From an optimization exercise on the open Yosys and OpenROAD flow, aimed at small area and a short achievable clock period; shortcuts taken in it are not production practice. In this exercise RTL edits were held to simulation tests only and were not proved equivalent to the original. No activity file was given, so power comes from the tool's default toggle rates.

`flow/design.v`:
```
module FIRLPF(
       input                     Clock,
       input                     Rst_n,
       input      signed  [31:0] InputData1,
       output     signed  [31:0] OutputData
);
reg [5:0] Count;
always @(posedge Clock or negedge Rst_n)
  if (!Rst_n)             Count <= 6'd0;
  else if (Count < 6'd39) Count <= Count + 6'd1;
  else                    Count <= 6'd0;
reg [21:0] rom;
always @* begin
  case (Count)
    6'd0: rom = 22'b0000100010000000000000;
    6'd1: rom = 22'b0000100010000000000000;
    6'd2: rom = 22'b0000100010000000000000;
    6'd3: rom = 22'b0001000000000000000000;
    6'd4: rom = 22'b0000000000100000000000;
    6'd5: rom = 22'b0000010100000000000000;
    6'd6: rom = 22'b0000100000000000000001;
    6'd7: rom = 22'b0000000010000000000001;
    6'd8: rom = 22'b0001001000000000000000;
    6'd9: rom = 22'b0000010010000100000000;
    6'd10: rom = 22'b0001000000000010100001;
    6'd11: rom = 22'b0000011000000100101000;
    6'd12: rom = 22'b0010100001010000000001;
    6'd13: rom = 22'b0100000010000010000000;
    6'd14: rom = 22'b0100000000100100101000;
    6'd15: rom = 22'b1000010000000000011000;
    6'd16: rom = 22'b1000100001000000100100;
    6'd17: rom = 22'b0010001000000101001000;
    6'd18: rom = 22'b0100010000001001000010;
    6'd19: rom = 22'b0100010000100101000001;
    6'd20: rom = 22'b0100010000100101000001;
    6'd21: rom = 22'b0100010000001001000010;
    6'd22: rom = 22'b0010001000000101001000;
    6'd23: rom = 22'b1000100001000000100100;
    6'd24: rom = 22'b1000010000000000011000;
    6'd25: rom = 22'b0100000000100100101000;
    6'd26: rom = 22'b0100000010000010000000;
    6'd27: rom = 22'b0010100001010000000001;
    6'd28: rom = 22'b0000011000000100101000;
    6'd29: rom = 22'b0001000000000010100001;
    6'd30: rom = 22'b0000010010000100000000;
    6'd31: rom = 22'b0001001000000000000000;
    6'd32: rom = 22'b0000000010000000000001;
    6'd33: rom = 22'b0000100000000000000001;
    6'd34: rom = 22'b0000010100000000000000;
    6'd35: rom = 22'b0000000000100000000000;
    6'd36: rom = 22'b0001000000000000000000;
    6'd37: rom = 22'b0000100010000000000000;
    6'd38: rom = 22'b0000100010000000000000;
    6'd39: rom = 22'b0000100010000000000000;
    default: rom = 22'b0;
  endcase
end
reg [31:0] xr;
reg [21:0] ctl;
always @(posedge Clock) begin
  xr  <= InputData1;
  ctl <= rom;
end
wire [31:0] xo = {~xr[31], xr[30:0]};
wire [3:0] sel0 = ctl[3:0];
wire [2:0] sel1 = ctl[6:4];
wire [3:0] sel2 = ctl[10:7];
wire [4:0] sel3 = ctl[15:11];
wire [2:0] sel4 = ctl[18:16];
wire [2:0] sel5 = ctl[21:19];
wire [31:0] n0_0 = ~xo;
wire [31:0] n0_2 = ~xo;
wire [39:0] row0 = ({40{sel0[0]}} & {4'd0, n0_0, 4'd0})
                   | ({40{sel0[1]}} & {4'd0, xo, 4'd0})
                   | ({40{sel0[2]}} & {3'd0, n0_2, 5'd0})
                   | ({40{sel0[3]}} & {3'd0, xo, 5'd0});
wire [31:0] n1_0 = ~xo;
wire [39:0] row1 = ({40{sel1[0]}} & {n1_0, 8'd0})
                   | ({40{sel1[1]}} & {xo, 8'd0})
                   | ({40{sel1[2]}} & {xo[28:0], 11'd0});
wire [31:0] n2_0 = ~xo;
wire [31:0] n2_2 = ~xo;
wire [39:0] row2 = ({40{sel2[0]}} & {2'd0, n2_0, 6'd0})
                   | ({40{sel2[1]}} & {2'd0, xo, 6'd0})
                   | ({40{sel2[2]}} & {1'd0, n2_2, 7'd0})
                   | ({40{sel2[3]}} & {1'd0, xo, 7'd0});
wire [31:0] n3_0 = ~xo;
wire [31:0] n3_1 = ~xo;
wire [31:0] n3_3 = ~xo;
wire [39:0] row3 = ({40{sel3[0]}} & {7'd0, n3_0, 1'd0})
                   | ({40{sel3[1]}} & {6'd0, n3_1, 2'd0})
                   | ({40{sel3[2]}} & {6'd0, xo, 2'd0})
                   | ({40{sel3[3]}} & {5'd0, n3_3, 3'd0})
                   | ({40{sel3[4]}} & {5'd0, xo, 3'd0});
wire [31:0] n4_0 = ~xo;
wire [39:0] row4 = ({40{sel4[0]}} & {8'd0, n4_0})
                   | ({40{sel4[1]}} & {8'd0, xo})
                   | ({40{sel4[2]}} & {7'd0, xo, 1'd0});
wire [39:0] row5 = ({40{sel5[0]}} & {xo[30:0], 9'd0})
                   | ({40{sel5[1]}} & {xo[29:0], 10'd0})
                   | ({40{sel5[2]}} & {xo[28:0], 11'd0});
reg restart, restart_n, restart_s;
always @(posedge Clock or negedge Rst_n)
  if (!Rst_n) restart <= 1'b0;
  else        restart <= (Count == 6'd0);
always @(posedge Clock)
  restart_n <= (Count == 6'd0);
always @(posedge Clock or negedge Rst_n)
  if (!Rst_n) restart_s <= 1'b1;
  else        restart_s <= (Count == 6'd0);
localparam [39:0] K = 40'he800000518;
reg [39:0] Ss, Sc;
wire [39:0] ss = restart_s ? K : Ss;
wire [39:0] sc = restart_n ? 40'd0 : Sc;
wire h0s, h0c;
FIRLPF_ha uh0 (.a(ss[8]), .b(sc[8]), .s(h0s), .co(h0c));
wire f1s, f1c;
FIRLPF_fa uf1 (.a(ss[9]), .b(sc[9]), .c(row0[9]), .s(f1s), .co(f1c));
wire h2s, h2c;
FIRLPF_ha uh2 (.a(row1[9]), .b(row2[9]), .s(h2s), .co(h2c));
wire f3s, f3c;
FIRLPF_fa uf3 (.a(ss[10]), .b(sc[10]), .c(row0[10]), .s(f3s), .co(f3c));
wire f4s, f4c;
FIRLPF_fa uf4 (.a(row1[10]), .b(row2[10]), .c(row3[10]), .s(f4s), .co(f4c));
wire f5s, f5c;
FIRLPF_fa uf5 (.a(ss[11]), .b(sc[11]), .c(row0[11]), .s(f5s), .co(f5c));
wire f6s, f6c;
FIRLPF_fa uf6 (.a(row1[11]), .b(row2[11]), .c(row3[11]), .s(f6s), .co(f6c));
wire f7s, f7c;
FIRLPF_fa uf7 (.a(ss[12]), .b(sc[12]), .c(row0[12]), .s(f7s), .co(f7c));
wire f8s, f8c;
FIRLPF_fa uf8 (.a(row1[12]), .b(row2[12]), .c(row3[12]), .s(f8s), .co(f8c));
wire f9s, f9c;
FIRLPF_fa uf9 (.a(ss[13]), .b(sc[13]), .c(row0[13]), .s(f9s), .co(f9c));
wire f10s, f10c;
FIRLPF_fa uf10 (.a(row1[13]), .b(row2[13]), .c(row3[13]), .s(f10s), .co(f10c));
wire f11s, f11c;
FIRLPF_fa uf11 (.a(ss[14]), .b(sc[14]), .c(row0[14]), .s(f11s), .co(f11c));
wire f12s, f12c;
FIRLPF_fa uf12 (.a(row1[14]), .b(row2[14]), .c(row3[14]), .s(f12s), .co(f12c));
wire f13s, f13c;
FIRLPF_fa uf13 (.a(ss[15]), .b(sc[15]), .c(row0[15]), .s(f13s), .co(f13c));
wire f14s, f14c;
FIRLPF_fa uf14 (.a(row1[15]), .b(row2[15]), .c(row3[15]), .s(f14s), .co(f14c));
wire f15s, f15c;
FIRLPF_fa uf15 (.a(ss[16]), .b(sc[16]), .c(row0[16]), .s(f15s), .co(f15c));
wire f16s, f16c;
FIRLPF_fa uf16 (.a(row1[16]), .b(row2[16]), .c(row3[16]), .s(f16s), .co(f16c));
wire f17s, f17c;
FIRLPF_fa uf17 (.a(ss[17]), .b(sc[17]), .c(row0[17]), .s(f17s), .co(f17c));
wire f18s, f18c;
FIRLPF_fa uf18 (.a(row1[17]), .b(row2[17]), .c(row3[17]), .s(f18s), .co(f18c));
wire f19s, f19c;
FIRLPF_fa uf19 (.a(ss[18]), .b(sc[18]), .c(row0[18]), .s(f19s), .co(f19c));
wire f20s, f20c;
FIRLPF_fa uf20 (.a(row1[18]), .b(row2[18]), .c(row3[18]), .s(f20s), .co(f20c));
wire f21s, f21c;
FIRLPF_fa uf21 (.a(ss[19]), .b(sc[19]), .c(row0[19]), .s(f21s), .co(f21c));
wire f22s, f22c;
FIRLPF_fa uf22 (.a(row1[19]), .b(row2[19]), .c(row3[19]), .s(f22s), .co(f22c));
wire f23s, f23c;
FIRLPF_fa uf23 (.a(ss[20]), .b(sc[20]), .c(row0[20]), .s(f23s), .co(f23c));
wire f24s, f24c;
FIRLPF_fa uf24 (.a(row1[20]), .b(row2[20]), .c(row3[20]), .s(f24s), .co(f24c));
wire f25s, f25c;
FIRLPF_fa uf25 (.a(ss[21]), .b(sc[21]), .c(row0[21]), .s(f25s), .co(f25c));
wire f26s, f26c;
FIRLPF_fa uf26 (.a(row1[21]), .b(row2[21]), .c(row3[21]), .s(f26s), .co(f26c));
wire f27s, f27c;
FIRLPF_fa uf27 (.a(ss[22]), .b(sc[22]), .c(row0[22]), .s(f27s), .co(f27c));
wire f28s, f28c;
FIRLPF_fa uf28 (.a(row1[22]), .b(row2[22]), .c(row3[22]), .s(f28s), .co(f28c));
wire f29s, f29c;
FIRLPF_fa uf29 (.a(ss[23]), .b(sc[23]), .c(row0[23]), .s(f29s), .co(f29c));
wire f30s, f30c;
FIRLPF_fa uf30 (.a(row1[23]), .b(row2[23]), .c(row3[23]), .s(f30s), .co(f30c));
wire f31s, f31c;
FIRLPF_fa uf31 (.a(ss[24]), .b(sc[24]), .c(row0[24]), .s(f31s), .co(f31c));
wire f32s, f32c;
FIRLPF_fa uf32 (.a(row1[24]), .b(row2[24]), .c(row3[24]), .s(f32s), .co(f32c));
wire f33s, f33c;
FIRLPF_fa uf33 (.a(ss[25]), .b(sc[25]), .c(row0[25]), .s(f33s), .co(f33c));
wire f34s, f34c;
FIRLPF_fa uf34 (.a(row1[25]), .b(row2[25]), .c(row3[25]), .s(f34s), .co(f34c));
wire f35s, f35c;
FIRLPF_fa uf35 (.a(ss[26]), .b(sc[26]), .c(row0[26]), .s(f35s), .co(f35c));
wire f36s, f36c;
FIRLPF_fa uf36 (.a(row1[26]), .b(row2[26]), .c(row3[26]), .s(f36s), .co(f36c));
wire f37s, f37c;
FIRLPF_fa uf37 (.a(ss[27]), .b(sc[27]), .c(row0[27]), .s(f37s), .co(f37c));
wire f38s, f38c;
FIRLPF_fa uf38 (.a(row1[27]), .b(row2[27]), .c(row3[27]), .s(f38s), .co(f38c));
wire f39s, f39c;
FIRLPF_fa uf39 (.a(ss[28]), .b(sc[28]), .c(row0[28]), .s(f39s), .co(f39c));
wire f40s, f40c;
FIRLPF_fa uf40 (.a(row1[28]), .b(row2[28]), .c(row3[28]), .s(f40s), .co(f40c));
wire f41s, f41c;
FIRLPF_fa uf41 (.a(ss[29]), .b(sc[29]), .c(row0[29]), .s(f41s), .co(f41c));
wire f42s, f42c;
FIRLPF_fa uf42 (.a(row1[29]), .b(row2[29]), .c(row3[29]), .s(f42s), .co(f42c));
wire f43s, f43c;
FIRLPF_fa uf43 (.a(ss[30]), .b(sc[30]), .c(row0[30]), .s(f43s), .co(f43c));
wire f44s, f44c;
FIRLPF_fa uf44 (.a(row1[30]), .b(row2[30]), .c(row3[30]), .s(f44s), .co(f44c));
wire f45s, f45c;
FIRLPF_fa uf45 (.a(ss[31]), .b(sc[31]), .c(row0[31]), .s(f45s), .co(f45c));
wire f46s, f46c;
FIRLPF_fa uf46 (.a(row1[31]), .b(row2[31]), .c(row3[31]), .s(f46s), .co(f46c));
wire f47s, f47c;
FIRLPF_fa uf47 (.a(ss[32]), .b(sc[32]), .c(row0[32]), .s(f47s), .co(f47c));
wire f48s, f48c;
FIRLPF_fa uf48 (.a(row1[32]), .b(row2[32]), .c(row3[32]), .s(f48s), .co(f48c));
wire f49s, f49c;
FIRLPF_fa uf49 (.a(ss[33]), .b(sc[33]), .c(row0[33]), .s(f49s), .co(f49c));
wire h50s, h50c;
FIRLPF_ha uh50 (.a(row1[33]), .b(row2[33]), .s(h50s), .co(h50c));
wire f51s, f51c;
FIRLPF_fa uf51 (.a(ss[34]), .b(sc[34]), .c(row0[34]), .s(f51s), .co(f51c));
wire h52s, h52c;
FIRLPF_ha uh52 (.a(row1[34]), .b(row2[34]), .s(h52s), .co(h52c));
wire f53s, f53c;
FIRLPF_fa uf53 (.a(ss[35]), .b(sc[35]), .c(row0[35]), .s(f53s), .co(f53c));
wire h54s, h54c;
FIRLPF_ha uh54 (.a(ss[36]), .b(sc[36]), .s(h54s), .co(h54c));
wire h55s, h55c;
FIRLPF_ha uh55 (.a(ss[4]), .b(sc[4]), .s(h55s), .co(h55c));
wire f56s, f56c;
FIRLPF_fa uf56 (.a(ss[5]), .b(sc[5]), .c(row0[5]), .s(f56s), .co(f56c));
wire f57s, f57c;
FIRLPF_fa uf57 (.a(ss[6]), .b(sc[6]), .c(row0[6]), .s(f57s), .co(f57c));
wire h58s, h58c;
FIRLPF_ha uh58 (.a(row2[6]), .b(row3[6]), .s(h58s), .co(h58c));
wire f59s, f59c;
FIRLPF_fa uf59 (.a(ss[7]), .b(sc[7]), .c(row0[7]), .s(f59s), .co(f59c));
wire f60s, f60c;
FIRLPF_fa uf60 (.a(row2[7]), .b(row3[7]), .c(row4[7]), .s(f60s), .co(f60c));
wire f61s, f61c;
FIRLPF_fa uf61 (.a(h0s), .b(row0[8]), .c(row1[8]), .s(f61s), .co(f61c));
wire f62s, f62c;
FIRLPF_fa uf62 (.a(row2[8]), .b(row3[8]), .c(row4[8]), .s(f62s), .co(f62c));
wire f63s, f63c;
FIRLPF_fa uf63 (.a(h0c), .b(row3[9]), .c(row4[9]), .s(f63s), .co(f63c));
wire f64s, f64c;
FIRLPF_fa uf64 (.a(row5[9]), .b(h2s), .c(f1s), .s(f64s), .co(f64c));
wire f65s, f65c;
FIRLPF_fa uf65 (.a(row4[10]), .b(row5[10]), .c(h2c), .s(f65s), .co(f65c));
wire f66s, f66c;
FIRLPF_fa uf66 (.a(f1c), .b(f3s), .c(f4s), .s(f66s), .co(f66c));
wire f67s, f67c;
FIRLPF_fa uf67 (.a(row4[11]), .b(row5[11]), .c(f3c), .s(f67s), .co(f67c));
wire f68s, f68c;
FIRLPF_fa uf68 (.a(f4c), .b(f5s), .c(f6s), .s(f68s), .co(f68c));
wire f69s, f69c;
FIRLPF_fa uf69 (.a(row4[12]), .b(row5[12]), .c(f5c), .s(f69s), .co(f69c));
wire f70s, f70c;
FIRLPF_fa uf70 (.a(f6c), .b(f7s), .c(f8s), .s(f70s), .co(f70c));
wire f71s, f71c;
FIRLPF_fa uf71 (.a(row4[13]), .b(row5[13]), .c(f7c), .s(f71s), .co(f71c));
wire f72s, f72c;
FIRLPF_fa uf72 (.a(f8c), .b(f9s), .c(f10s), .s(f72s), .co(f72c));
wire f73s, f73c;
FIRLPF_fa uf73 (.a(row4[14]), .b(row5[14]), .c(f9c), .s(f73s), .co(f73c));
wire f74s, f74c;
FIRLPF_fa uf74 (.a(f10c), .b(f11s), .c(f12s), .s(f74s), .co(f74c));
wire f75s, f75c;
FIRLPF_fa uf75 (.a(row4[15]), .b(row5[15]), .c(f11c), .s(f75s), .co(f75c));
wire f76s, f76c;
FIRLPF_fa uf76 (.a(f12c), .b(f13s), .c(f14s), .s(f76s), .co(f76c));
wire f77s, f77c;
FIRLPF_fa uf77 (.a(row4[16]), .b(row5[16]), .c(f13c), .s(f77s), .co(f77c));
wire f78s, f78c;
FIRLPF_fa uf78 (.a(f14c), .b(f15s), .c(f16s), .s(f78s), .co(f78c));
wire f79s, f79c;
FIRLPF_fa uf79 (.a(row4[17]), .b(row5[17]), .c(f15c), .s(f79s), .co(f79c));
wire f80s, f80c;
FIRLPF_fa uf80 (.a(f16c), .b(f17s), .c(f18s), .s(f80s), .co(f80c));
wire f81s, f81c;
FIRLPF_fa uf81 (.a(row4[18]), .b(row5[18]), .c(f17c), .s(f81s), .co(f81c));
wire f82s, f82c;
FIRLPF_fa uf82 (.a(f18c), .b(f19s), .c(f20s), .s(f82s), .co(f82c));
wire f83s, f83c;
FIRLPF_fa uf83 (.a(row4[19]), .b(row5[19]), .c(f19c), .s(f83s), .co(f83c));
wire f84s, f84c;
FIRLPF_fa uf84 (.a(f20c), .b(f21s), .c(f22s), .s(f84s), .co(f84c));
wire f85s, f85c;
FIRLPF_fa uf85 (.a(row4[20]), .b(row5[20]), .c(f21c), .s(f85s), .co(f85c));
wire f86s, f86c;
FIRLPF_fa uf86 (.a(f22c), .b(f23s), .c(f24s), .s(f86s), .co(f86c));
wire f87s, f87c;
FIRLPF_fa uf87 (.a(row4[21]), .b(row5[21]), .c(f23c), .s(f87s), .co(f87c));
wire f88s, f88c;
FIRLPF_fa uf88 (.a(f24c), .b(f25s), .c(f26s), .s(f88s), .co(f88c));
wire f89s, f89c;
FIRLPF_fa uf89 (.a(row4[22]), .b(row5[22]), .c(f25c), .s(f89s), .co(f89c));
wire f90s, f90c;
FIRLPF_fa uf90 (.a(f26c), .b(f27s), .c(f28s), .s(f90s), .co(f90c));
wire f91s, f91c;
FIRLPF_fa uf91 (.a(row4[23]), .b(row5[23]), .c(f27c), .s(f91s), .co(f91c));
wire f92s, f92c;
FIRLPF_fa uf92 (.a(f28c), .b(f29s), .c(f30s), .s(f92s), .co(f92c));
wire f93s, f93c;
FIRLPF_fa uf93 (.a(row4[24]), .b(row5[24]), .c(f29c), .s(f93s), .co(f93c));
wire f94s, f94c;
FIRLPF_fa uf94 (.a(f30c), .b(f31s), .c(f32s), .s(f94s), .co(f94c));
wire f95s, f95c;
FIRLPF_fa uf95 (.a(row4[25]), .b(row5[25]), .c(f31c), .s(f95s), .co(f95c));
wire f96s, f96c;
FIRLPF_fa uf96 (.a(f32c), .b(f33s), .c(f34s), .s(f96s), .co(f96c));
wire f97s, f97c;
FIRLPF_fa uf97 (.a(row4[26]), .b(row5[26]), .c(f33c), .s(f97s), .co(f97c));
wire f98s, f98c;
FIRLPF_fa uf98 (.a(f34c), .b(f35s), .c(f36s), .s(f98s), .co(f98c));
wire f99s, f99c;
FIRLPF_fa uf99 (.a(row4[27]), .b(row5[27]), .c(f35c), .s(f99s), .co(f99c));
wire f100s, f100c;
FIRLPF_fa uf100 (.a(f36c), .b(f37s), .c(f38s), .s(f100s), .co(f100c));
wire f101s, f101c;
FIRLPF_fa uf101 (.a(row4[28]), .b(row5[28]), .c(f37c), .s(f101s), .co(f101c));
wire f102s, f102c;
FIRLPF_fa uf102 (.a(f38c), .b(f39s), .c(f40s), .s(f102s), .co(f102c));
wire f103s, f103c;
FIRLPF_fa uf103 (.a(row4[29]), .b(row5[29]), .c(f39c), .s(f103s), .co(f103c));
wire f104s, f104c;
FIRLPF_fa uf104 (.a(f40c), .b(f41s), .c(f42s), .s(f104s), .co(f104c));
wire f105s, f105c;
FIRLPF_fa uf105 (.a(row4[30]), .b(row5[30]), .c(f41c), .s(f105s), .co(f105c));
wire f106s, f106c;
FIRLPF_fa uf106 (.a(f42c), .b(f43s), .c(f44s), .s(f106s), .co(f106c));
wire f107s, f107c;
FIRLPF_fa uf107 (.a(row4[31]), .b(row5[31]), .c(f43c), .s(f107s), .co(f107c));
wire f108s, f108c;
FIRLPF_fa uf108 (.a(f44c), .b(f45s), .c(f46s), .s(f108s), .co(f108c));
wire f109s, f109c;
FIRLPF_fa uf109 (.a(row4[32]), .b(row5[32]), .c(f45c), .s(f109s), .co(f109c));
wire f110s, f110c;
FIRLPF_fa uf110 (.a(f46c), .b(f47s), .c(f48s), .s(f110s), .co(f110c));
wire f111s, f111c;
FIRLPF_fa uf111 (.a(row3[33]), .b(row5[33]), .c(h50s), .s(f111s), .co(f111c));
wire f112s, f112c;
FIRLPF_fa uf112 (.a(f47c), .b(f48c), .c(f49s), .s(f112s), .co(f112c));
wire f113s, f113c;
FIRLPF_fa uf113 (.a(row3[34]), .b(row5[34]), .c(h50c), .s(f113s), .co(f113c));
wire f114s, f114c;
FIRLPF_fa uf114 (.a(h52s), .b(f49c), .c(f51s), .s(f114s), .co(f114c));
wire f115s, f115c;
FIRLPF_fa uf115 (.a(row1[35]), .b(row2[35]), .c(row5[35]), .s(f115s), .co(f115c));
wire f116s, f116c;
FIRLPF_fa uf116 (.a(h52c), .b(f51c), .c(f53s), .s(f116s), .co(f116c));
wire f117s, f117c;
FIRLPF_fa uf117 (.a(h54s), .b(row0[36]), .c(row1[36]), .s(f117s), .co(f117c));
wire f118s, f118c;
FIRLPF_fa uf118 (.a(row2[36]), .b(row5[36]), .c(f53c), .s(f118s), .co(f118c));
wire f119s, f119c;
FIRLPF_fa uf119 (.a(ss[37]), .b(sc[37]), .c(h54c), .s(f119s), .co(f119c));
wire f120s, f120c;
FIRLPF_fa uf120 (.a(row1[37]), .b(row2[37]), .c(row5[37]), .s(f120s), .co(f120c));
wire f121s, f121c;
FIRLPF_fa uf121 (.a(ss[38]), .b(sc[38]), .c(row1[38]), .s(f121s), .co(f121c));
wire h122s, h122c;
FIRLPF_ha uh122 (.a(row2[38]), .b(row5[38]), .s(h122s), .co(h122c));
wire f123s, f123c;
FIRLPF_fa uf123 (.a(ss[39]), .b(sc[39]), .c(row1[39]), .s(f123s), .co(f123c));
wire h124s, h124c;
FIRLPF_ha uh124 (.a(ss[1]), .b(sc[1]), .s(h124s), .co(h124c));
wire f125s, f125c;
FIRLPF_fa uf125 (.a(ss[2]), .b(sc[2]), .c(row3[2]), .s(f125s), .co(f125c));
wire f126s, f126c;
FIRLPF_fa uf126 (.a(ss[3]), .b(sc[3]), .c(row3[3]), .s(f126s), .co(f126c));
wire f127s, f127c;
FIRLPF_fa uf127 (.a(h55s), .b(row0[4]), .c(row3[4]), .s(f127s), .co(f127c));
wire f128s, f128c;
FIRLPF_fa uf128 (.a(h55c), .b(row3[5]), .c(row4[5]), .s(f128s), .co(f128c));
wire f129s, f129c;
FIRLPF_fa uf129 (.a(row4[6]), .b(h58s), .c(f56c), .s(f129s), .co(f129c));
wire f130s, f130c;
FIRLPF_fa uf130 (.a(h58c), .b(f57c), .c(f59s), .s(f130s), .co(f130c));
wire f131s, f131c;
FIRLPF_fa uf131 (.a(f59c), .b(f60c), .c(f61s), .s(f131s), .co(f131c));
wire f132s, f132c;
FIRLPF_fa uf132 (.a(f61c), .b(f62c), .c(f63s), .s(f132s), .co(f132c));
wire f133s, f133c;
FIRLPF_fa uf133 (.a(f63c), .b(f65s), .c(f64c), .s(f133s), .co(f133c));
wire f134s, f134c;
FIRLPF_fa uf134 (.a(f65c), .b(f66c), .c(f67s), .s(f134s), .co(f134c));
wire f135s, f135c;
FIRLPF_fa uf135 (.a(f67c), .b(f68c), .c(f69s), .s(f135s), .co(f135c));
wire f136s, f136c;
FIRLPF_fa uf136 (.a(f69c), .b(f70c), .c(f71s), .s(f136s), .co(f136c));
wire f137s, f137c;
FIRLPF_fa uf137 (.a(f71c), .b(f72c), .c(f73s), .s(f137s), .co(f137c));
wire f138s, f138c;
FIRLPF_fa uf138 (.a(f73c), .b(f74c), .c(f75s), .s(f138s), .co(f138c));
wire f139s, f139c;
FIRLPF_fa uf139 (.a(f75c), .b(f76c), .c(f77s), .s(f139s), .co(f139c));
wire f140s, f140c;
FIRLPF_fa uf140 (.a(f77c), .b(f78c), .c(f79s), .s(f140s), .co(f140c));
wire f141s, f141c;
FIRLPF_fa uf141 (.a(f79c), .b(f80c), .c(f81s), .s(f141s), .co(f141c));
wire f142s, f142c;
FIRLPF_fa uf142 (.a(f81c), .b(f82c), .c(f83s), .s(f142s), .co(f142c));
wire f143s, f143c;
FIRLPF_fa uf143 (.a(f83c), .b(f84c), .c(f85s), .s(f143s), .co(f143c));
wire f144s, f144c;
FIRLPF_fa uf144 (.a(f85c), .b(f86c), .c(f87s), .s(f144s), .co(f144c));
wire f145s, f145c;
FIRLPF_fa uf145 (.a(f87c), .b(f88c), .c(f89s), .s(f145s), .co(f145c));
wire f146s, f146c;
FIRLPF_fa uf146 (.a(f89c), .b(f90c), .c(f91s), .s(f146s), .co(f146c));
wire f147s, f147c;
FIRLPF_fa uf147 (.a(f91c), .b(f92c), .c(f93s), .s(f147s), .co(f147c));
wire f148s, f148c;
FIRLPF_fa uf148 (.a(f93c), .b(f94c), .c(f95s), .s(f148s), .co(f148c));
wire f149s, f149c;
FIRLPF_fa uf149 (.a(f95c), .b(f96c), .c(f97s), .s(f149s), .co(f149c));
wire f150s, f150c;
FIRLPF_fa uf150 (.a(f97c), .b(f98c), .c(f99s), .s(f150s), .co(f150c));
wire f151s, f151c;
FIRLPF_fa uf151 (.a(f99c), .b(f100c), .c(f101s), .s(f151s), .co(f151c));
wire f152s, f152c;
FIRLPF_fa uf152 (.a(f101c), .b(f102c), .c(f103s), .s(f152s), .co(f152c));
wire f153s, f153c;
FIRLPF_fa uf153 (.a(f103c), .b(f104c), .c(f105s), .s(f153s), .co(f153c));
wire f154s, f154c;
FIRLPF_fa uf154 (.a(f105c), .b(f106c), .c(f107s), .s(f154s), .co(f154c));
wire f155s, f155c;
FIRLPF_fa uf155 (.a(f107c), .b(f108c), .c(f109s), .s(f155s), .co(f155c));
wire f156s, f156c;
FIRLPF_fa uf156 (.a(f111s), .b(f109c), .c(f110c), .s(f156s), .co(f156c));
wire f157s, f157c;
FIRLPF_fa uf157 (.a(f113s), .b(f111c), .c(f112c), .s(f157s), .co(f157c));
wire f158s, f158c;
FIRLPF_fa uf158 (.a(f115s), .b(f113c), .c(f114c), .s(f158s), .co(f158c));
wire f159s, f159c;
FIRLPF_fa uf159 (.a(f115c), .b(f117s), .c(f116c), .s(f159s), .co(f159c));
wire f160s, f160c;
FIRLPF_fa uf160 (.a(f119s), .b(f117c), .c(f120s), .s(f160s), .co(f160c));
wire f161s, f161c;
FIRLPF_fa uf161 (.a(f119c), .b(h122s), .c(f120c), .s(f161s), .co(f161c));
wire f162s, f162c;
FIRLPF_fa uf162 (.a(row5[39]), .b(h122c), .c(f121c), .s(f162s), .co(f162c));
wire h163s, h163c;
FIRLPF_ha uh163 (.a(ss[0]), .b(sc[0]), .s(h163s), .co(h163c));
wire f164s, f164c;
FIRLPF_fa uf164 (.a(h124s), .b(row3[1]), .c(row4[1]), .s(f164s), .co(f164c));
wire f165s, f165c;
FIRLPF_fa uf165 (.a(h124c), .b(row4[2]), .c(f125s), .s(f165s), .co(f165c));
wire f166s, f166c;
FIRLPF_fa uf166 (.a(row4[3]), .b(f125c), .c(f126s), .s(f166s), .co(f166c));
wire f167s, f167c;
FIRLPF_fa uf167 (.a(row4[4]), .b(f126c), .c(f127s), .s(f167s), .co(f167c));
wire f168s, f168c;
FIRLPF_fa uf168 (.a(f127c), .b(f56s), .c(f128s), .s(f168s), .co(f168c));
wire f169s, f169c;
FIRLPF_fa uf169 (.a(f128c), .b(f57s), .c(f129s), .s(f169s), .co(f169c));
wire f170s, f170c;
FIRLPF_fa uf170 (.a(f60s), .b(f129c), .c(f130s), .s(f170s), .co(f170c));
wire f171s, f171c;
FIRLPF_fa uf171 (.a(f62s), .b(f130c), .c(f131s), .s(f171s), .co(f171c));
wire f172s, f172c;
FIRLPF_fa uf172 (.a(f131c), .b(f64s), .c(f132s), .s(f172s), .co(f172c));
wire f173s, f173c;
FIRLPF_fa uf173 (.a(f132c), .b(f66s), .c(f133s), .s(f173s), .co(f173c));
wire f174s, f174c;
FIRLPF_fa uf174 (.a(f68s), .b(f133c), .c(f134s), .s(f174s), .co(f174c));
wire f175s, f175c;
FIRLPF_fa uf175 (.a(f70s), .b(f134c), .c(f135s), .s(f175s), .co(f175c));
wire f176s, f176c;
FIRLPF_fa uf176 (.a(f72s), .b(f135c), .c(f136s), .s(f176s), .co(f176c));
wire f177s, f177c;
FIRLPF_fa uf177 (.a(f74s), .b(f136c), .c(f137s), .s(f177s), .co(f177c));
wire f178s, f178c;
FIRLPF_fa uf178 (.a(f76s), .b(f137c), .c(f138s), .s(f178s), .co(f178c));
wire f179s, f179c;
FIRLPF_fa uf179 (.a(f78s), .b(f138c), .c(f139s), .s(f179s), .co(f179c));
wire f180s, f180c;
FIRLPF_fa uf180 (.a(f80s), .b(f139c), .c(f140s), .s(f180s), .co(f180c));
wire f181s, f181c;
FIRLPF_fa uf181 (.a(f82s), .b(f140c), .c(f141s), .s(f181s), .co(f181c));
wire f182s, f182c;
FIRLPF_fa uf182 (.a(f84s), .b(f141c), .c(f142s), .s(f182s), .co(f182c));
wire f183s, f183c;
FIRLPF_fa uf183 (.a(f86s), .b(f142c), .c(f143s), .s(f183s), .co(f183c));
wire f184s, f184c;
FIRLPF_fa uf184 (.a(f88s), .b(f143c), .c(f144s), .s(f184s), .co(f184c));
wire f185s, f185c;
FIRLPF_fa uf185 (.a(f90s), .b(f144c), .c(f145s), .s(f185s), .co(f185c));
wire f186s, f186c;
FIRLPF_fa uf186 (.a(f92s), .b(f145c), .c(f146s), .s(f186s), .co(f186c));
wire f187s, f187c;
FIRLPF_fa uf187 (.a(f94s), .b(f146c), .c(f147s), .s(f187s), .co(f187c));
wire f188s, f188c;
FIRLPF_fa uf188 (.a(f96s), .b(f147c), .c(f148s), .s(f188s), .co(f188c));
wire f189s, f189c;
FIRLPF_fa uf189 (.a(f98s), .b(f148c), .c(f149s), .s(f189s), .co(f189c));
wire f190s, f190c;
FIRLPF_fa uf190 (.a(f100s), .b(f149c), .c(f150s), .s(f190s), .co(f190c));
wire f191s, f191c;
FIRLPF_fa uf191 (.a(f102s), .b(f150c), .c(f151s), .s(f191s), .co(f191c));
wire f192s, f192c;
FIRLPF_fa uf192 (.a(f104s), .b(f151c), .c(f152s), .s(f192s), .co(f192c));
wire f193s, f193c;
FIRLPF_fa uf193 (.a(f106s), .b(f152c), .c(f153s), .s(f193s), .co(f193c));
wire f194s, f194c;
FIRLPF_fa uf194 (.a(f108s), .b(f153c), .c(f154s), .s(f194s), .co(f194c));
wire f195s, f195c;
FIRLPF_fa uf195 (.a(f110s), .b(f154c), .c(f155s), .s(f195s), .co(f195c));
wire f196s, f196c;
FIRLPF_fa uf196 (.a(f112s), .b(f155c), .c(f156s), .s(f196s), .co(f196c));
wire f197s, f197c;
FIRLPF_fa uf197 (.a(f114s), .b(f156c), .c(f157s), .s(f197s), .co(f197c));
wire f198s, f198c;
FIRLPF_fa uf198 (.a(f116s), .b(f157c), .c(f158s), .s(f198s), .co(f198c));
wire f199s, f199c;
FIRLPF_fa uf199 (.a(f118s), .b(f158c), .c(f159s), .s(f199s), .co(f199c));
wire f200s, f200c;
FIRLPF_fa uf200 (.a(f118c), .b(f160s), .c(f159c), .s(f200s), .co(f200c));
wire f201s, f201c;
FIRLPF_fa uf201 (.a(f121s), .b(f160c), .c(f161s), .s(f201s), .co(f201c));
wire f202s, f202c;
FIRLPF_fa uf202 (.a(f123s), .b(f161c), .c(f162s), .s(f202s), .co(f202c));
always @(posedge Clock) begin
  Ss <= {f201c, f200c, f199c, f198c, f197c, f196c, f195c, f194c, f193c, f192c, f191c, f190c, f189c, f188c, f187c, f186c, f185c, f184c, f183c, f182c, f181c, f180c, f179c, f178c, f177c, f176c, f175c, f174c, f173c, f172c, f171c, f170c, f169c, f168c, f167c, f166c, f165c, f164c, h163c, row4[0]};
  Sc <= {f202s, f201s, f200s, f199s, f198s, f197s, f196s, f195s, f194s, f193s, f192s, f191s, f190s, f189s, f188s, f187s, f186s, f185s, f184s, f183s, f182s, f181s, f180s, f179s, f178s, f177s, f176s, f175s, f174s, f173s, f172s, f171s, f170s, f169s, f168s, f167s, f166s, f165s, f164s, h163s};
end
wire [39:0] Ssum = Ss + Sc;
wire [24:0] Sfin = Ssum[39:15];
reg [1:0] nins;
always @(posedge Clock or negedge Rst_n)
  if (!Rst_n)                       nins <= 2'd0;
  else if (restart && nins != 2'd2) nins <= nins + 2'd1;
reg [24:0] R0, R1, R2, R3, R4, R5, R6, R7, R8;
always @(posedge Clock) begin
  R0 <= restart ? (nins == 2'd0 ? 25'd0 : Sfin) : (nins == 2'd2 ? R8 : 25'd0);
  R1 <= R0; R2 <= R1; R3 <= R2; R4 <= R3;
  R5 <= R4; R6 <= R5; R7 <= R6; R8 <= R7;
end
reg upd;
always @(posedge Clock or negedge Rst_n)
  if (!Rst_n) upd <= 1'b0;
  else        upd <= (Count == 6'd39);
reg  [27:0] U;
always @(posedge Clock or negedge Rst_n)
  if (!Rst_n)   U <= 28'd0;
  else if (upd) U <= U + {{3{R2[24]}}, R2} - {{3{R7[24]}}, R7};
assign OutputData = {{7{U[27]}}, U[27:3]};
endmodule
module FIRLPF_fa(input a, input b, input c, output s, output co);
assign s  = a ^ b ^ c;
assign co = (a & b) | (a & c) | (b & c);
endmodule
module FIRLPF_ha(input a, input b, output s, output co);
assign s  = a ^ b;
assign co = a & b;
endmodule
```
`flow/flow/run.sh`:
```
#!/bin/bash
# The standard layout (standard.sh), with two changes to how it is made:
# - the port buffers that global placement inserts use buf_2 instead of the
#   flow's default pick, a slow delay buffer;
# - repair_design also keeps each net's fanout at most 6, with real buffers rather than delay cells (pre_resize.tcl), so
#   high-fanout nets are buffered.
# Everything else, including synthesis, is the standard flow's. Each tool's
# full output goes to standard.log in the work folder (and the ORFS logs).
set -euo pipefail
here=$(cd "$(dirname "$0")" && pwd)
export BUFFER_PORTS_ARGS="-buffer_cell sky130_fd_sc_hd__buf_2"
export PRE_RESIZE_TCL="$here/pre_resize.tcl"
bash standard.sh > standard.log 2>&1
```
`flow/flow/pre_resize.tcl`:
```
# Sourced by ORFS before repair_design (placement resizing step): buffer
# high-fanout nets, and do it with ordinary buffers, not delay cells.
set_dont_use [get_lib_cells {sky130_fd_sc_hd__clkdlybuf4s* sky130_fd_sc_hd__dlygate* sky130_fd_sc_hd__dlymetal* sky130_fd_sc_hd__buf_1 sky130_fd_sc_hd__clkbuf_1}]
set_max_fanout 6 [current_design]
```
`flow/standard.sh`:
```
#!/bin/bash
# synth_recipe.tcl (not shown) runs the flow's synth.tcl, then flattens the netlist and writes it again
# the make line also repeats each setting of config.mk as NAME=value (left out here)
make -C /OpenROAD-flow-scripts/flow DESIGN_CONFIG=/design/flow/config.mk WORK_HOME=/design/flow/orfs CLKGATE_MAP_FILE= SYNTH_SCRIPT=/design/flow/synth_recipe.tcl "${@:-finish}"
```
`flow/config.mk`:
```
export PLATFORM = sky130hd
export DESIGN_NAME = FIRLPF
export DESIGN_NICKNAME = FIRLPF
export VERILOG_FILES = /design/flow/design.v
export SDC_FILE = /design/flow/constraint.sdc
export NUM_CORES = 4
export LEC_CHECK = 0
export CAP_MARGIN = 20
export CELL_PAD_IN_SITES_DETAIL_PLACEMENT = 1
export CORE_MARGIN = 2
export CORE_UTILIZATION = 30
export PLACE_DENSITY = 0.5
export SLEW_MARGIN = 20
export SYNTH_HIERARCHICAL = 1
export SYNTH_MINIMUM_KEEP_SIZE = 0
```
`flow/constraint.sdc`:
```
create_clock -name core_clock -period 11.0 [get_ports {Clock}]
set_input_delay 2.2000 -clock core_clock [delete_from_list [all_inputs] [get_ports {Clock}]]
set_output_delay 2.2000 -clock core_clock [all_outputs]
set_load 0.01 [all_outputs]
```
==> qor.yml, run 1 <==
timing:
  max_slew_margin_pct: 27.7
  rsz0062_at_grt: "no"
  finalSetupTns_ns: 0
  tightest_slew_ns: 1.08
  finalSetupViolCount: 0
  period_needed_ns: 3.69
  finalMaxSlewViolations: 0
  hold_viol_final: 0
  fin_crit_sh_pct: 33.5
  whs_ns: 0.308
  final.setup_skew_ns: 0.0348
  max_freq_mhz: 271
clock_tree:
  numCtsBuffers: 45
  numClockSinks: 398
  clk_pin_slew_worst_paths_ns: 0.06
  holdBufCountCts: 0
  postCtsSetupRepairBufs: 0
  htree_levels: 2
  cts_root_buffer: "clkbuf_16"
  cts_resized: 0
  clock_latency_ns: 0.60
  cts_tree: "done"
  cts_buffer_depth: 3
run:
  maxCapViolations: 0
power:
  p_leak_nw: 13.1
  power.density_nw_per_um2: 209
  power.total_mw: 5.54
  ir_drop_v: 0.000110
global_route:
  grt_first_pass_wirelength_um: 111000
  grt_start_max_net_pins: 15
  grt_overflow_total: 0
  track_usage_pct: 18.6
  antenna_found_initial: 3
  use_met2_pct: 30.5
  grt_busiest_layer: "met2"
  grt_pass1_vias: 18700
  grtUsageMet3_pct: 3.78
  use_met1_pct: 23.4
setup_path:
  path_max_fanout: 4
  critPathLaunchType: "flip-flop"
  rrSetupSlack_ns: 7.31
  end_kind: "flip-flop"
  critPathKind: "reg -> reg"
  crit_required_ns: 11.45
  critPathArrivalTime_ns: 4.14
route:
  first_iter_violations: 954
  via_per_inst: 4.99
  drt_pass1_iterations: 6
  wl_per_cell_um: 21.1
  vias: 16800
  drc: 0
  finalWirelength_um: 70800
  drtAntennaViolNets: 0
floorplanning:
  ioPinCount: 66
  dieArea_um2: 76500
  die_h_um: 277
  start_util_pct: 30.4
  die_w_um: 277
  num_rows: 99
  coreArea_um2: 73200
placed_design:
  port_buffers: 65
  dp_hpwl_um: 57900
  place_congestion: 0.809
final_layout:
  drive_gt1_share_pct: 24.7
  fin_nets: 2708
  multiInputGateArea_um2: 12700
  n_fill_cell: 8197
  regArea_um2: 8170
  fin_util_pct: 36.2
  area_growth_pct: 19.0
yosys:
  ys.flop_type: "dfxtp_1"
  yosysMostFrequentCell: "dfxtp_1"
  synth-async-reset-ratio_pct: 9.80
  synth_top_area_cell: "dfxtp_1"
  synth_common_cells: "dfxtp_1, fa_1, mux2i_1, inv_1, clkbuf_1"
  syn-cell-area_um2: 22300
  ys_seq_area_share_pct: 36.6
  synth_top_cell_area_share_pct: 32.3
  syn_area_per_cell_um2: 10.8
  ys_warn_count: 7
  synth_edf_count: 0
  ys_seq_elements: 398
  synthCells: 2057
  synth_area_leaders: "dfxtp_1, fa_1, mux2i_1, ha_1, dfrtp_1"
  ys_types: 77
  syn-num-nets: 2400
status:
  status: "finished clean"
hold_path:
  hp-class: "reg -> reg"
kinds of logic after synthesis:
kind of cell | synth area share (%)
AND/OR/NAND/NOR | 6.85
adder cells (fa/ha/maj) | 24.8
buffers and inverters | 6.57
multiplexers | 9.37
XOR/XNOR | 2.20
AO/OA/AOI/OAI | 13.6
flip-flops | 36.6
worst max-delay path, stage by stage, from the launching register on:
cell and delay [ns]:
dfrtp_1 0.32, inv_1 0.06, fa_1 0.54, inv_1 0.07
fa_1 0.41, a21oi_1 0.20, o31ai_1 0.09, a21oi_1 0.31
nand2b_1 0.20, o21ai_2 0.12, o41ai_4 0.31, o22ai_2 0.20
a221oi_2 0.30, nor4bb_1 0.09, or3_1 0.36
metrics by stage:
step / std cells / instance area [µm²] / setup slack, ns
3_3_place_gp: 2905 / 23100 / 7.34
3_5_place_dp: 3277 / 25000 / 7.33
4_1_cts: 3360 / 26500 / 7.30
6_report: 3363 / 26500 / 7.31
5_1_grt: 3360 / 26500 / 7.08
2_1_floorplan: 2057 / 22300 / 7.72
cell type report:
| cell class | count | area share, % |
|---|---|---|
| clock inverters | 30 | 1.21 |
| well taps | 959 | 4.53 |
| multi-input cells | 1301 | 47.7 |
| inverters | 161 | 2.28 |
| flip-flops and latches | 398 | 30.8 |
| repair buffers | 458 | 8.85 |
| diodes | 3 | 0.0283 |
| clock buffers | 53 | 4.55 |
modules after synthesis (local to each module, per instance):
| module | times used | area (µm²) | flops+latches |
|---|---|---|---|
| FIRLPF | 1 | 18300 | 398 |
| FIRLPF_fa | 193 | 20.0 | 0 |
| FIRLPF_ha | 10 | 12.5 | 0 |
report_power, final:
part	leakage (nW)	internal (mW)	switching, mW
sequential	3.48	1.67	0.132
clock	0.748	0.893	0.655
combinational	8.91	0.968	1.23
worst paths after layout:
kind,cells after the start,from,end
max,14,U[1],U[26]
min,0,R1[3],R2[3]
max reg2reg,14,U[1],U[26]
min reg2reg,0,R1[3],R2[3]
max in group asynchronous,7,Rst_n,U[15]
min in group asynchronous,3,Rst_n,restart_s
registers in the layout (all words and copies together) (netlist names), 6 cells and up:
name and flops:
Sc 40, Ss 40, xr 32, U 28, R0 25, R1 25
R2 25, R3 25, R4 25, R5 25, R6 25, R7 25
R8 25, ctl 21, Count 6
cells in the final DEF, fill, tap and decap left out, types with 37 or more instances in the layout:
cell type | synthesis | final
ha_1 | 89 | 89
dfxtp_1 | 359 | 355
clkbuf_16 | 0 | 45
fa_1 | 220 | 220
dfrtp_1 | 38 | 37
nor2b_1 | 84 | 82
a21oi_1 | 61 | 61
buf_2 | 0 | 437
nand2_1 | 122 | 122
mux2i_1 | 197 | 197
a22oi_1 | 59 | 59
inv_1 | 160 | 160
o21ai_0 | 110 | 110
per-layer routing:
layer / part of all wire [%] / routed length, µm / vias to the layer above
li1: - / - / 7590
met1: 42 / 29900 / 8362
met2: 47 / 33000 / 638
met3: 6.6 / 4670 / 182
met4: 4.5 / 3210 / 0
met5: 0 / 0 / -
==> inputs of run 2 (changes only) <==
==> flow/run.sh (new file) <==
#!/bin/bash
# synth_recipe.tcl (not shown) runs the flow's synth.tcl, then flattens the netlist and writes it again
# the make line also repeats each setting of config.mk as NAME=value (left out here)
make -C /OpenROAD-flow-scripts/flow DESIGN_CONFIG=/design/flow/config.mk WORK_HOME=/design/flow/orfs CLKGATE_MAP_FILE= SYNTH_SCRIPT=/design/flow/synth_recipe.tcl finish
removed: flow/flow/run.sh
removed: flow/flow/pre_resize.tcl
removed: flow/standard.sh
==> qor.yml, run 2 <==
clock_tree:
  htree_levels: 2
  cts_tree: "done"
  cts_root_buffer: "clkbuf_16"
  numClockSinks: 398
  cts_buffer_depth: 3
  clk_pin_slew_worst_paths_ns: 0.06
  holdBufCountCts: 0
  postCtsSetupRepairBufs: 0
  clock_latency_ns: 0.61
  numCtsBuffers: 44
  cts_resized: 0
setup_path:
  crit_family: "buffers and inverters"
  critPathLaunchType: "flip-flop"
  reg2reg_depth: 14
  end_kind: "output pin"
  crit_required_ns: 8.80
  critPathArrivalTime_ns: 1.63
  rrSetupSlack_ns: 7.22
  max_stage_delay_ns: 0.59
  cp.buffers_inverters: 1
  r2r-start: "U[1]"
  timing.rr.end: "U[26]"
  critPathKind: "reg -> out"
  cpMaxStageDelayCell: "clkdlybuf4s50_1"
  crit_chain: "clkdlybuf4s50_1"
  path_max_fanout: 9
power:
  power.total_mw: 5.48
  p_leak_nw: 11.4
  p_switching_mw: 1.97
  ir_drop_v: 0.000113
  switching_share_pct: 36.0
  power.density_nw_per_um2: 220
  p_comb_share_pct: 38.2
  power_frac_seq_pct: 33.6
  intPower_mw: 3.51
  pwr-share-clk_pct: 28.2
timing:
  max_slew_margin_pct: 28.3
  fin_crit_sh_pct: 34.8
  rsz0062_at_grt: "no"
  max_freq_mhz: 261
  period_needed_ns: 3.83
  worst_slack_ns: 7.17
  finalSetupViolCount: 0
  finalMaxSlewViolations: 0
  hold_viol_final: 0
  whs_ns: 0.303
  final.setup_skew_ns: 0.0491
  finalSetupTns_ns: 0
  tightest_slew_ns: 1.08
global_route:
  antenna_found_initial: 1
  grt_pass1_vias: 16700
  grt_overflow_total: 0
  grt_start_max_net_pins: 65
  track_usage_pct: 15.7
  grt_first_pass_wirelength_um: 95800
final_layout:
  final_cell_mix: "dfxtp_1, fa_1, mux2i_1"
  drive_gt1_share_pct: 7.50
  fin_nets: 2335
  fin_util_pct: 34.1
  antennaDiodeCount: 0
  final_common_cell: "dfxtp_1"
  largestRegisters: "Sc (40), Ss (40), xr (32)"
  area_growth_pct: 12.0
floorplanning:
  start_util_pct: 30.4
  die_w_um: 277
  coreArea_um2: 73200
  dieArea_um2: 76500
  num_rows: 99
  die_h_um: 277
  ioPinCount: 66
status:
  status: "finished clean"
route:
  first_iter_violations: 907
  wl_met1_um: 27300
  drtAntennaViolNets: 0
  vias: 14700
  via_per_inst: 4.93
  top_layer: "met5"
  wl_per_cell_um: 19.9
  drc: 0
  drt_pass1_iterations: 5
  finalWirelength_um: 59300
  dr_wl_met2_um: 27800
  met3_length_um: 2870
yosys:
  synth-async-reset-ratio_pct: 9.80
  synth_common_cells: "dfxtp_1, fa_1, mux2i_1, inv_1, clkbuf_1"
  syn-num-nets: 2400
  synth_area_leaders: "dfxtp_1, fa_1, mux2i_1, ha_1, dfrtp_1"
  synthCells: 2057
  ys_types: 77
  yosysMostFrequentCell: "dfxtp_1"
  ys.flop_type: "dfxtp_1"
  ys_seq_area_share_pct: 36.6
  synth_edf_count: 0
  syn-cell-area_um2: 22300
  ys_seq_elements: 398
  synth_top_cell_area_share_pct: 32.3
  ys_warn_count: 7
  syn_area_per_cell_um2: 10.8
  synth_top_area_cell: "dfxtp_1"
hold_path:
  holdPathEnd: "R2[12]"
  holdPathStages: 0
  hold_start: "R1[12]"
  hp-class: "reg -> reg"
placed_design:
  port_buffers: 65
  dp_hpwl_um: 40700
  place_congestion: 0.805
  pre_cts_ws_ns: 7.26
run:
  maxCapViolations: 0
==> run 2: cell counts after synthesis <==
Identical to the previous run, type by type.
==> run 2: worst max path at each step <==
stage,startpoint,end,cells after the start
floorplan,U[1],U[26],14
global placement,U[1],U[26],14
detailed placement,U[2],U[26],14
CTS,U[27],OutputData[27],1
global route,U[1],U[26],14
finish,U[27],OutputData[31],1
==> run 2: final cells by class <==
class	instances	area [µm²]
clock inverter	21	259
tap	959	1200
inverter	161	604
clock buffer	61	1250
timing repair buffer	86	803
sequential	398	8170
multi-input combinational	1301	12700
fill	7944	48300
==> run 2: kinds of logic after synthesis <==
| logic type | Yosys count | synth area share (%) |
|---|---|---|
| adder cells (fa/ha/maj) | 309 | 24.8 |
| flip-flops | 398 | 36.6 |
| AO/OA/AOI/OAI | 423 | 13.6 |
| buffers and inverters | 358 | 6.57 |
| AND/OR/NAND/NOR | 306 | 6.85 |
| multiplexers | 207 | 9.37 |
| XOR/XNOR | 56 | 2.20 |
==> run 2: layer usage <==
| layer | up-vias | global-route usage [%] |
|---|---|---|
| met4 | 2 | 4.72 |
| met5 | - | 0 |
| met3 | 100 | 2.77 |
| li1 | 6813 | - |
| met1 | 7488 | 20.8 |
| met2 | 324 | 26.2 |
==> run 2: per-module statistics from Yosys (local to each module, per instance) <==
module | copies in the design | flip-flops and latches
FIRLPF | 1 | 398
FIRLPF_fa | 193 | 0
FIRLPF_ha | 10 | 0
==> run 2: power by group through the flow <==
stage	registers (mW)	logic, mW	clock network, mW
CTS	1.84	2.13	1.60
finish	1.84	2.10	1.54
global placement	1.87	2.00	0
detailed placement	1.87	2.11	0
floorplan	1.77	1.61	0
global route	1.87	2.42	1.65
==> run 2: worst register-to-register path: cells and delay by family, from the launching register on <==
family | cells | cell delay [ns]
compound gates | 7 | 1.56
fa+ha+maj | 2 | 0.93
simple gates | 3 | 0.68
flops | 1 | 0.32
buf+inv | 2 | 0.12
==> run 2: through the flow <==
stage          area, µm²  instances
6_report           24900       2987
5_1_grt            24900       2987
4_1_cts            24900       2987
3_5_place_dp       23400       2905
3_3_place_gp       23400       2905
2_1_floorplan      22300       2057
==> inputs of run 3 (changes only) <==
==> flow/flow/run.sh (new file) <==
#!/bin/bash
# The standard layout (standard.sh) with one change to how it is made:
# the port buffers that global placement inserts use buf_2 instead of the
# flow's default pick, a slow delay buffer. Everything else, including
# synthesis, is the standard flow's. The tools' full output goes to
# standard.log in the work folder (and to the ORFS logs under orfs/logs).
set -euo pipefail
export BUFFER_PORTS_ARGS="-buffer_cell sky130_fd_sc_hd__buf_2"
bash standard.sh > standard.log 2>&1
==> flow/standard.sh (new file) <==
#!/bin/bash
# synth_recipe.tcl (not shown) runs the flow's synth.tcl, then flattens the netlist and writes it again
# the make line also repeats each setting of config.mk as NAME=value (left out here)
make -C /OpenROAD-flow-scripts/flow DESIGN_CONFIG=/design/flow/config.mk WORK_HOME=/design/flow/orfs CLKGATE_MAP_FILE= SYNTH_SCRIPT=/design/flow/synth_recipe.tcl "${@:-finish}"
removed: flow/run.sh
==> qor.yml, run 3 <==
setup_path:
  rrSetupSlack_ns: 7.33
  cp-startpoint: "U[1]"
  crit_required_ns: 11.47
  critPathKind: "reg -> reg"
  r2r-start: "U[1]"
  reg2reg_depth: 14
  end_kind: "flip-flop"
  path_max_fanout: 4
  critPathLaunchType: "flip-flop"
  timing.rr.end: "U[26]"
  critPathArrivalTime_ns: 4.14
final_layout:
  n_fill_cell: 8031
  drive_gt1_share_pct: 10.8
  area_growth_pct: 10.7
  largestRegisters: "Sc (40), Ss (40), xr (32)"
  fin_nets: 2336
  final_common_cell: "dfxtp_1"
  antennaDiodeCount: 0
  final_cell_mix: "dfxtp_1, fa_1, mux2i_1"
yosys:
  syn_area_per_cell_um2: 10.8
  synthCells: 2057
  synth_top_area_cell: "dfxtp_1"
  synth-async-reset-ratio_pct: 9.80
  ys_warn_count: 7
  synth_edf_count: 0
  ys_seq_elements: 398
  syn-cell-area_um2: 22300
  ys_types: 77
  yosysMostFrequentCell: "dfxtp_1"
  synth_area_leaders: "dfxtp_1, fa_1, mux2i_1, ha_1, dfrtp_1"
  ys_seq_area_share_pct: 36.6
  ys.flop_type: "dfxtp_1"
  syn-num-nets: 2400
  synth_common_cells: "dfxtp_1, fa_1, mux2i_1, inv_1, clkbuf_1"
  synth_top_cell_area_share_pct: 32.3
clock_tree:
  htree_levels: 2
  postCtsSetupRepairBufs: 0
  numCtsBuffers: 45
  cts_tree: "done"
  clk_pin_slew_worst_paths_ns: 0.06
  cts_resized: 0
  holdBufCountCts: 0
  cts_buffer_depth: 3
  numClockSinks: 398
  clock_latency_ns: 0.60
  cts_root_buffer: "clkbuf_16"
power:
  ir_drop_v: 0.000115
  p_leak_nw: 11.5
  power.total_mw: 5.50
  power.density_nw_per_um2: 223
hold_path:
  holdPathEnd: "R7[17]"
  hold_start: "R6[17]"
  hp-class: "reg -> reg"
  holdPathStages: 0
status:
  status: "finished clean"
global_route:
  use_met2_pct: 25.7
  track_usage_pct: 15.5
  grt_overflow_total: 0
  grt_start_max_net_pins: 65
  grt_pass1_vias: 16400
  grt_busiest_layer: "met2"
  antenna_found_initial: 1
  grt_first_pass_wirelength_um: 94800
  grtUsageMet3_pct: 2.69
  use_met1_pct: 20.6
route:
  vias: 14800
  via_per_inst: 4.94
  drt_pass1_iterations: 6
  first_iter_violations: 914
  drtAntennaViolNets: 0
  finalWirelength_um: 58900
  drc: 0
  wl_per_cell_um: 19.7
placed_design:
  port_buffers: 65
  place_congestion: 0.809
  dp_hpwl_um: 40600
floorplanning:
  dieArea_um2: 76500
  die_w_um: 277
  coreArea_um2: 73200
  num_rows: 99
  die_h_um: 277
  ioPinCount: 66
  start_util_pct: 30.4
timing:
  rsz0062_at_grt: "no"
  hold_viol_final: 0
  finalSetupTns_ns: 0
  tightest_slew_ns: 1.05
  finalSetupViolCount: 0
  max_slew_margin_pct: 30.2
  fin_crit_sh_pct: 33.3
  final.setup_skew_ns: 0.0229
  finalMaxSlewViolations: 0
  period_needed_ns: 3.67
  max_freq_mhz: 273
run:
  maxCapViolations: 0
## run 3: cell types whose count changed in the layout (fill, tap and decap cells not counted), sizes merged
cell,before,now
clkdlybuf4s50,64,0
buf,22,86
inv,163,165
clkbuf,61,56
clkinv,10,14
## run 3: metrics by stage
stage / setup WS (ns) / cells / hold WS [ns] / utilization [%] / area [µm²]
6_report: 7.33 / 2988 / 0.322 / 33.7 / 24700
4_1_cts: 7.34 / 2988 / 0.322 / 33.7 / 24700
3_5_place_dp: 7.35 / 2905 / 0.313 / 31.6 / 23100
2_1_floorplan: 7.72 / 2057 / 0.310 / - / 22300
3_3_place_gp: 7.34 / 2905 / 0.310 / 31.6 / 23100
5_1_grt: 7.06 / 2988 / 0.323 / 33.7 / 24700
## run 3: modules after synthesis (local to each module, per instance)
| module | cells | area [µm²] |
|---|---|---|
| FIRLPF | 1854 | 18300 |
| FIRLPF_fa | 1 | 20.0 |
| FIRLPF_ha | 1 | 12.5 |
## run 3: how the worst max path moves through the flow
| stage | end | slack [ns] |
|---|---|---|
| 6_report | U[26] | 7.33 |
| 5_1_grt | U[26] | 7.06 |
| 4_1_cts | U[26] | 7.34 |
| 3_5_place_dp | U[26] | 7.35 |
| 3_3_place_gp | U[26] | 7.34 |
| 2_1_floorplan | U[26] | 7.72 |
## run 3: final cells by class
| cell class | instances | area (µm²) | area share, % |
|---|---|---|---|
| well taps | 959 | 1200 | 4.86 |
| inverters | 161 | 604 | 2.45 |
| clock buffers | 56 | 1220 | 4.94 |
| repair buffers | 86 | 483 | 1.96 |
| flip-flops and latches | 398 | 8170 | 33.1 |
| clock inverters | 27 | 335 | 1.36 |
| multi-input cells | 1301 | 12700 | 51.3 |
## run 3: cell families (layout without fill, tap and decap cells)
group	Yosys count	in the layout	synth area share, %
buffers and inverters	358	330	6.57
AOI/OAI and AO/OA	423	423	13.6
and+or+nand+nor	306	306	6.85
adders and majority gates	309	309	24.8
muxes	207	207	9.37
DFF	398	398	36.6
xor gates and xnor gates	56	56	2.20
## run 3: layer usage
layer  vias up  routed length (µm)
li1       6819                   -
met1      7502               27300
met2       347               27500
met3        92                2770
met4         0                1270
met5         -                   0
## run 3: where the power goes
part / total (mW) / switching (mW) / leakage (nW) / internal (mW)
Sequential: 1.84 / 0.171 / 3.48 / 1.67
Clock: 1.56 / 0.658 / 0.748 / 0.899
Combinational: 2.11 / 1.16 / 7.23 / 0.945
## run 3: worst max-delay path, stage by stage (launching register included)
cell and delay [ns]:
dfrtp_1 0.32, inv_1 0.06, fa_1 0.53, inv_1 0.07
fa_1 0.41, a21oi_1 0.20, o31ai_1 0.09, a21oi_1 0.34
nand2b_1 0.20, o21ai_2 0.11, o41ai_4 0.29, o22ai_2 0.19
a221oi_2 0.30, nor4bb_1 0.09, or3_1 0.36

## re-timing with driven ports
How much do the figures lean on ideal ports? The routed layouts below were timed once more, with nothing changed but the port constraints. Step 1, drivers: a clkbuf_16 drives Clock and a buf_2 each remaining input, both assumed. Step 2 times the ports against the registers' clock, not the clock port: input delays grow and output delays shrink by t, the midpoint of the rising clock arrivals with the driver on. Three values: ideal ports, drivers, drivers and shift; two values: the first two.
run | t (ns) | setup WS [ns] | clock arrival spread, ns | worst data-port slew with drivers (ns)
run 1 | 0.642 | 7.313 / 7.313 / 7.313 | 0.036 / 0.036 | 0.09
run 2 | 0.652 | 7.172 / 7.110 / 7.224 | 0.049 / 0.050 | 0.10
run 3 | 0.647 | 7.332 / 7.332 / 7.332 | 0.023 / 0.023 | 0.07
After both steps every run listed still meets setup and hold.
